From an optimization exercise on the open Yosys and OpenROAD flow, aimed at small area, a short achievable clock period and few clock cycles; shortcuts taken in it are not production practice. RTL that was checked went through simulation tests only; none was proved equivalent to the original.

==> exp/sierra <==
==> flow/design.v (excerpt) <==
module PSE (clk, reset, Xin, Yin, point_num, valid, Xout, Yout);
input clk;
input reset;
input [9:0] Xin;
input [9:0] Yin;
input [2:0] point_num;
output reg valid;
output reg [9:0] Xout;
output reg [9:0] Yout;
localparam ST_IN = 2'd0, ST_PAIR = 2'd1, ST_OUT = 2'd2, ST_GAP = 2'd3;
reg [1:0] st;
reg [2:0] nreg;      
reg [2:0] cnt;       
reg [1:0] len;       
reg [1:0] pos;       
reg [1:0] pc;        
reg [2:0] L0, L1, L2;
reg [5:1] asel;      
reg [4:1] bsel;      
reg [19:0] S0, S1, S2, S3, S4, S5;
wire [19:0] A = ({20{asel[1]}} & S1) | ({20{asel[2]}} & S2) | ({20{asel[3]}} & S3) |
                ({20{asel[4]}} & S4) | ({20{asel[5]}} & S5);
wire [19:0] B = ({20{bsel[1]}} & S1) | ({20{bsel[2]}} & S2) | ({20{bsel[3]}} & S3) |
                ({20{bsel[4]}} & S4);
wire [10:0] ax = {1'b0, A[19:10]} - {1'b0, S0[19:10]};
wire [10:0] ay = {1'b0, A[9:0]} - {1'b0, S0[9:0]};
wire [10:0] bx = {1'b0, B[19:10]} - {1'b0, S0[19:10]};
wire [10:0] by = {1'b0, B[9:0]} - {1'b0, S0[9:0]};
wire bef;    
pse_cmp cmp (.ax(ax), .ay(ay), .bx(bx), .by(by), .bef(bef));
wire [5:1] hi_oh = {nreg == 3'd6, nreg == 3'd5, nreg == 3'd4, nreg == 3'd3, 1'b0};
wire [5:1] lo_oh = {1'b0, nreg == 3'd6, nreg == 3'd5, nreg == 3'd4, nreg == 3'd3};
wire [2:0] ins = {1'b0, len} + 3'd1;
wire ins_act = (st == ST_IN) && (ins + 3'd3 <= nreg) && (ins < cnt);
wire at_end = (pos == len - 2'd1);
wire take_last = (st == ST_IN) && (cnt != 3'd0) && (cnt == nreg - 3'd1);
wire lrem = (pos != len);
wire prem = (pc != 2'd2);
wire last_out = ({1'b0, pos} + {1'b0, pc} == {1'b0, len} + 3'd1);   
wire [2:0] lp = (pos == 2'd0) ? L1 : L2;
wire [4:1] lp_oh = {1'b0, lp == 3'd3, lp == 3'd2, lp == 3'd1};
wire [4:1] l0_oh = {1'b0, L0 == 3'd3, L0 == 3'd2, L0 == 3'd1};
localparam NW = 9 + 2 + 2 + 2 + 5 + 4 + 2 + 1 + 1;
function [NW-1:0] nxt;
	input b;
	reg [2:0] n0, n1, n2;
	reg [1:0] nlen, npos, npc, nst;
	reg [5:1] nasel;
	reg [4:1] nbsel;
	reg nvalid, sela;
	reg [1:0] q;
	begin
		n0 = L0; n1 = L1; n2 = L2;
		nlen = len; npos = pos; npc = pc; nst = st;
  ...
==> module PSE, before the edit <==
module PSE (clk, reset, Xin, Yin, point_num, valid, Xout, Yout);
input clk;
input reset;
input [9:0] Xin;
input [9:0] Yin;
input [2:0] point_num;
output reg valid;
output reg [9:0] Xout;
output reg [9:0] Yout;
localparam ST_IN = 2'd0, ST_PAIR = 2'd1, ST_OUT = 2'd2, ST_GAP = 2'd3;
reg [1:0] st;
reg [2:0] nreg;      
reg [2:0] cnt;       
reg [1:0] len;       
reg [1:0] pos;       
reg [1:0] pc;        
reg [2:0] L0, L1, L2;
reg [5:1] asel;      
reg [4:1] bsel;      
reg [19:0] S0, S1, S2, S3, S4, S5;
wire [19:0] A = ({20{asel[1]}} & S1) | ({20{asel[2]}} & S2) | ({20{asel[3]}} & S3) |
                ({20{asel[4]}} & S4) | ({20{asel[5]}} & S5);
wire [19:0] B = ({20{bsel[1]}} & S1) | ({20{bsel[2]}} & S2) | ({20{bsel[3]}} & S3) |
                ({20{bsel[4]}} & S4);
wire [10:0] ax = {1'b0, A[19:10]} - {1'b0, S0[19:10]};
wire [10:0] ay = {1'b0, A[9:0]} - {1'b0, S0[9:0]};
wire [10:0] bx = {1'b0, B[19:10]} - {1'b0, S0[19:10]};
wire [10:0] by = {1'b0, B[9:0]} - {1'b0, S0[9:0]};
wire bef;    
pse_cmp cmp (.ax(ax), .ay(ay), .bx(bx), .by(by), .bef(bef));
wire [5:1] hi_oh = {nreg == 3'd6, nreg == 3'd5, nreg == 3'd4, nreg == 3'd3, 1'b0};
wire [5:1] lo_oh = {1'b0, nreg == 3'd6, nreg == 3'd5, nreg == 3'd4, nreg == 3'd3};
wire [2:0] ins = {1'b0, len} + 3'd1;
wire ins_act = (st == ST_IN) && (ins + 3'd3 <= nreg) && (ins < cnt);
wire at_end = (pos == len - 2'd1);
wire take_last = (st == ST_IN) && (cnt != 3'd0) && (cnt == nreg - 3'd1);
wire lrem = (pos != len);
wire prem = (pc != 2'd2);
wire last_out = ({1'b0, pos} + {1'b0, pc} == {1'b0, len} + 3'd1);   
wire [2:0] lp = (pos == 2'd0) ? L1 : L2;
wire [4:1] lp_oh = {1'b0, lp == 3'd3, lp == 3'd2, lp == 3'd1};
wire [4:1] l0_oh = {1'b0, L0 == 3'd3, L0 == 3'd2, L0 == 3'd1};
localparam NW = 9 + 2 + 2 + 2 + 5 + 4 + 2 + 1 + 1;
function [NW-1:0] nxt;
	input b;
	reg [2:0] n0, n1, n2;
	reg [1:0] nlen, npos, npc, nst;
	reg [5:1] nasel;
	reg [4:1] nbsel;
	reg nvalid, sela;
	reg [1:0] q;
	begin
		n0 = L0; n1 = L1; n2 = L2;
		nlen = len; npos = pos; npc = pc; nst = st;
		nasel = asel; nbsel = bsel; nvalid = 1'b0; sela = 1'b0;
		case (st)
			ST_IN: begin
				if (ins_act) begin
					if (b || at_end) begin
						q = b ? pos : pos + 2'd1;    
						if (q == 2'd0) n0 = ins;
						if (q == 2'd1) n1 = ins; else if (q < 2'd1) n1 = L0;
						if (q == 2'd2) n2 = ins; else if (q < 2'd2) n2 = L1;
						nlen = len + 2'd1;
						npos = 2'd0;
						nasel = {asel[4:1], 1'b0};
						nbsel = (q == 2'd0) ? asel[4:1] : l0_oh;
					end else begin
						npos = pos + 2'd1;
						nbsel = lp_oh;
					end
				end
				if (take_last) begin
					nst = ST_PAIR;
					nasel = hi_oh;
					nbsel = lo_oh[4:1];
				end
			end
			ST_PAIR: begin
				nvalid = 1'b1;
				nst = ST_OUT;
				npos = 2'd0;
				nasel = b ? hi_oh : lo_oh;
				nbsel = l0_oh;
			end
			ST_OUT: begin
				nvalid = 1'b1;
				sela = prem && (!lrem || b);
				if (sela) begin
					npc = pc + 2'd1;
					nasel = (hi_oh | lo_oh) & ~asel;
				end else begin
					npos = pos + 2'd1;
					nbsel = lp_oh;
				end
				if (last_out) nst = ST_GAP;
			end
			default: begin
				nst = ST_IN;
			end
		endcase
		nxt = {n0, n1, n2, nlen, npos, npc, nasel, nbsel, nst, nvalid, sela};
	end
endfunction
wire [NW-1:0] nx0 = nxt(1'b0);
wire [NW-1:0] nx1 = nxt(1'b1);
wire [NW-1:0] nx = bef ? nx1 : nx0;
wire pair = (st == ST_PAIR);
wire sa1 = !pair && prem;
wire sa0 = !pair && prem && !lrem;
wire sb1 = !pair && !prem;
wire sb0 = !pair && !(prem && !lrem);
wire [19:0] xo1 = ({20{pair}} & S0) | ({20{sa1}} & A) | ({20{sb1}} & B);
wire [19:0] xo0 = ({20{pair}} & S0) | ({20{sa0}} & A) | ({20{sb0}} & B);
always @(posedge clk) begin
	if (st == ST_IN) begin
		case (cnt)
			3'd0: S0 <= {Xin, Yin};
			3'd1: S1 <= {Xin, Yin};
			3'd2: S2 <= {Xin, Yin};
			3'd3: S3 <= {Xin, Yin};
			3'd4: S4 <= {Xin, Yin};
			default: S5 <= {Xin, Yin};
		endcase
	end
	{Xout, Yout} <= ({20{bef}} & xo1) | ({20{!bef}} & xo0);
	if (st == ST_IN && cnt == 3'd0) begin
		nreg <= point_num;
		len <= (point_num == 3'd3) ? 2'd0 : 2'd1;
		pos <= 2'd0;
		pc <= 2'd0;
		L0 <= 3'd1;
		asel <= 5'b00010;
		bsel <= 4'b0001;
	end else begin
		{L0, L1, L2, len, pos, pc, asel, bsel} <= nx[NW-1:4];
	end
end
always @(posedge clk) begin
	if (reset) begin
		st <= ST_IN;
		cnt <= 3'd0;
		valid <= 1'b0;
	end else begin
		st <= nx[3:2];
		valid <= nx[1];
		if (st == ST_IN) cnt <= cnt + 3'd1;
		else if (st == ST_GAP) cnt <= 3'd0;
	end
end
endmodule
Settings: LEC_CHECK=0, ABC_AREA=1, CAP_MARGIN=20, CORE_MARGIN=2, CORE_UTILIZATION=60, SLEW_MARGIN=60, SYNTH_HIERARCHICAL=1, SYNTH_MINIMUM_KEEP_SIZE=0; clock period 35.0 ns.
standard.sh (not shown) runs the stock make flow with config.mk's settings and CLKGATE_MAP_FILE= SYNTH_SCRIPT=/design/flow/synth_recipe.tcl, a recipe that flattens the netlist after the stock synthesis.
==> flow/flow/run.sh <==
#!/bin/bash
# Layout flow: the standard flow (standard.sh), with two changes in how
# the layout is made:
#  * the port buffers are sky130_fd_sc_hd__buf_2 cells (buffer_ports picks a
#    slow delay cell by default);
#  * after global placement and repair_design, size.tcl upsizes gates on the
#    worst paths (drive strengths only; the netlist's function, the registers
#    and the constraints stay the same), before detailed placement.
# Each step's full output goes to a log file of its own in this folder.
set -euo pipefail
export BUFFER_PORTS_ARGS="-buffer_cell sky130_fd_sc_hd__buf_2"
RES=$PWD/orfs/results/$FLOW_PLATFORM/PSE/base
bash standard.sh $RES/3_4_place_resized.odb > flow_1_to_resize.log 2>&1
cp $RES/3_4_place_resized.odb $RES/3_4_place_resized_unsized.odb
SIZE_IN=$RES/3_4_place_resized_unsized.odb SIZE_OUT=$RES/3_4_place_resized.odb \
  LIB=$FLOW_HOME/platforms/$FLOW_PLATFORM/lib/sky130_fd_sc_hd__tt_025C_1v80.lib \
  SDC=$FLOW_SDC SIZE_ITERS=400 SIZE_WINDOW=0.3 \
  openroad -exit -no_init flow/size.tcl > flow_2_size.log 2>&1
bash standard.sh > flow_3_to_finish.log 2>&1
==> flow/flow/size.tcl <==
# Gate sizing on the worst paths.  For the worst endpoint, try a one-step
# upsize of each cell that drives a stage of its worst path and keep the one
# that helps that endpoint most without hurting the design's worst slack;
# repeat.  Constraints are not changed: this only picks drive strengths.
read_db $::env(SIZE_IN)
read_liberty $::env(LIB)
read_sdc $::env(SDC)
source $::env(FLOW_HOME)/platforms/sky130hd/setRC.tcl
estimate_parasitics -placement

proc wns {} { return [expr {[sta::worst_slack_cmd max] * 1e9}] }
proc ep_slack {pin} {
  set pe [lindex [find_timing_paths -path_delay max -to $pin -group_path_count 1] 0]
  return [expr {[$pe slack] * 1e9}]
}
proc bigger {master} {
  if {![regexp {^(.*)_([0-9]+)$} $master -> base sz]} { return "" }
  foreach s {1 2 4 6 8 12 16} {
    if {$s <= $sz} continue
    if {[llength [get_lib_cells -quiet */${base}_$s]] > 0} { return "${base}_$s" }
  }
  return ""
}
set dont {__clkbuf_ __clkinv dlygate clkdlybuf __tap __fill __decap __conb}

set start [wns]
puts "start wns [format %.3f $start]"
set stuck [dict create]
set n 0
for {set it 0} {$it < $::env(SIZE_ITERS)} {incr it} {
  set ws [wns]
  # worst endpoint that is not stuck
  set pe ""
  # the worst endpoint sets the period: stop once it cannot be helped
  set p [lindex [find_timing_paths -path_delay max -group_path_count 1 -sort_by_slack] 0]
  if {[dict exists $stuck [get_full_name [$p pin]]]} break
  set pe $p
  set endpin [$pe pin]
  set epname [get_full_name $endpin]
  if {[expr {[$pe slack] * 1e9}] > $ws + $::env(SIZE_WINDOW)} break
  set es [expr {[$pe slack] * 1e9}]
  set cands {}
  foreach pin [[$pe path] pins] {
    if {![$pin is_driver]} continue
    set inst [$pin instance]
    if {$inst eq "NULL" || $inst eq ""} continue
    set iname [get_full_name $inst]
    set m [get_property $inst ref_name]
    set skip 0
    foreach d $dont { if {[string first $d $m] >= 0} { set skip 1 } }
    if {$skip} continue
    set b [bigger $m]
    if {$b ne ""} { lappend cands [list $iname $m $b] }
  }
  set best ""; set bestes [expr {$es + 0.002}]
  foreach c $cands {
    lassign $c iname m b
    replace_cell $iname [get_lib_cells */$b]
    estimate_parasitics -placement
    set e [ep_slack $endpin]
    set w [wns]
    replace_cell $iname [get_lib_cells */$m]
    estimate_parasitics -placement
    if {$e > $bestes && $w >= $ws - 0.0005} { set bestes $e; set best $c }
  }
  if {$best eq ""} { dict set stuck $epname 1; continue }
  lassign $best iname m b
  replace_cell $iname [get_lib_cells */$b]
  estimate_parasitics -placement
  incr n
  puts "it $it $epname: $iname $m -> $b endpoint [format %.3f $es] -> [format %.3f $bestes] wns [format %.3f [wns]]"
}
puts "end wns [format %.3f [wns]] (start [format %.3f $start]), $n cells upsized"
write_db $::env(SIZE_OUT)
==> exp/umber (differences from exp/sierra) <==
--- a/flow/design.v
+++ b/flow/design.v
@@ -106,11 +106,5 @@
 wire [NW-1:0] nx1 = nxt(1'b1);
 wire [NW-1:0] nx = bef ? nx1 : nx0;
-wire pair = (st == ST_PAIR);
-wire sa1 = !pair && prem;
-wire sa0 = !pair && prem && !lrem;
-wire sb1 = !pair && !prem;
-wire sb0 = !pair && !(prem && !lrem);
-wire [19:0] xo1 = ({20{pair}} & S0) | ({20{sa1}} & A) | ({20{sb1}} & B);
-wire [19:0] xo0 = ({20{pair}} & S0) | ({20{sa0}} & A) | ({20{sb0}} & B);
+wire sel_a = nx[0];
 always @(posedge clk) begin
 	if (st == ST_IN) begin
@@ -124,5 +118,8 @@
 		endcase
 	end
-	{Xout, Yout} <= ({20{bef}} & xo1) | ({20{!bef}} & xo0);
+	if (st == ST_PAIR)
+		{Xout, Yout} <= S0;
+	else
+		{Xout, Yout} <= ({20{sel_a}} & A) | ({20{!sel_a}} & B);
 	if (st == ST_IN && cnt == 3'd0) begin
 		nreg <= point_num;
--- a/flow/flow/size.tcl
+++ b/flow/flow/size.tcl
@@ -22,5 +22,5 @@
   return ""
 }
-set dont {__clkbuf_ __clkinv dlygate clkdlybuf __tap __fill __decap __conb}
+set dont {__fa_ __ha_ __clkbuf_ __clkinv dlygate clkdlybuf __tap __fill __decap __conb}
 
 set start [wns]
CORE_UTILIZATION = 70   (was 60)
PLACE_DENSITY = 0.75   (was default)
==> exp/willow (differences from exp/sierra) <==
--- a/flow/flow/run.sh
+++ b/flow/flow/run.sh
@@ -15,5 +15,5 @@
 SIZE_IN=$RES/3_4_place_resized_unsized.odb SIZE_OUT=$RES/3_4_place_resized.odb \
   LIB=$FLOW_HOME/platforms/$FLOW_PLATFORM/lib/sky130_fd_sc_hd__tt_025C_1v80.lib \
-  SDC=$FLOW_SDC SIZE_ITERS=400 SIZE_WINDOW=0.3 \
+  SDC=$FLOW_SDC SIZE_ITERS=80 SIZE_WINDOW=0.3 \
   openroad -exit -no_init flow/size.tcl > flow_2_size.log 2>&1
 bash standard.sh > flow_3_to_finish.log 2>&1
--- a/flow/flow/size.tcl
+++ b/flow/flow/size.tcl
@@ -32,8 +32,11 @@
   # worst endpoint that is not stuck
   set pe ""
-  # the worst endpoint sets the period: stop once it cannot be helped
-  set p [lindex [find_timing_paths -path_delay max -group_path_count 1 -sort_by_slack] 0]
-  if {[dict exists $stuck [get_full_name [$p pin]]]} break
-  set pe $p
+  # the worst endpoint that can still be helped, among those within
+  # SIZE_WINDOW of the worst slack (after routing, any of them may be worst)
+  set pe ""
+  foreach p [find_timing_paths -path_delay max -group_path_count 300 -endpoint_path_count 1 -sort_by_slack] {
+    if {![dict exists $stuck [get_full_name [$p pin]]]} { set pe $p; break }
+  }
+  if {$pe eq ""} break
   set endpin [$pe pin]
   set epname [get_full_name $endpin]
CORE_UTILIZATION = 70   (was 60)
CTS_BUF_LIST = sky130_fd_sc_hd__clkbuf_8 sky130_fd_sc_hd__clkbuf_16   (was default)
PLACE_DENSITY = 0.7   (was default)
==> qor summary <==
quantity                                                                                exp/umber               exp/sierra               exp/willow
Number of buffer and inverter stages on the critical path                                       5                        2                        3
Outcome                                                                   complete, no violations  complete, no violations  complete, no violations
Maximum cell stage delay along the critical path                                          0.58 ns                  0.54 ns                  0.54 ns
Met3 Use GR                                                                                 4.34%                    3.93%                    7.69%
Die extent in y                                                                            155 µm                   168 µm                   156 µm
Crit path max fanout                                                                           29                       22                       22
Reg2Reg Launch Point                                                                      bsel[2]                  asel[1]                  bsel[1]
Final critical delay including setup and external delays                                  8.64 ns                  8.32 ns                  8.18 ns
Endpoint with the worst hold slack                                                        Xout[6]                  Xout[4]                    pc[0]
Via count of the first global-routing pass                                                  13318                    13356                    13901
End of the worst register-to-register path                                                Xout[3]                  bsel[2]                  bsel[2]
Starting Density                                                                            70.7%                    60.6%                    71.5%
Number of violations reported at the end of detailed-routing iteration 0                     1402                     1640                     1766
Total Routing Usage GR                                                                      36.9%                    34.1%                    40.7%
Worst path setup slack after routing                                                     26.36 ns                 26.68 ns                 26.82 ns
Fraction of the yosys area taken by sequential cells                                        30.1%                    29.5%                    29.5%
Post-layout nets                                                                             2089                     2173                     2175
Adder-cell area share of the yosys netlist                                                  23.7%                    23.2%                    23.2%
Number of instances in the placed design                                                     2102                     2242                     2188
Testbench counts of exp/sierra, summed over its fixed seeds: cycles 31,902.
Testbench counts of exp/willow, summed over its fixed seeds: cycles 31,902.
The RTL of exp/umber was laid out without a check of its function.

## separate check: timing with driven ports
No port has a modelled driver above. Below, the same layouts with a new extraction and two added sets of constraints. Step 1, drivers: a clkbuf_16 drives clk and a buf_2 each remaining input, both assumed. Step 2 also shifts input and output timing later by t, the mid clock arrival at the registers, as if the neighbouring blocks saw the same clock. Three values: ideal, step 1, step 2; two values: the first two.
run	shift t [ns]	slack for setup (ns)	pins driven straight from the clock port
exp/sierra	0.491	26.681 / 26.681 / 26.681	1
exp/umber	0.476	26.362 / 26.362 / 26.362	1
exp/willow	0.485	26.817 / 26.817 / 26.817	1
After both steps every run listed still meets setup and hold.
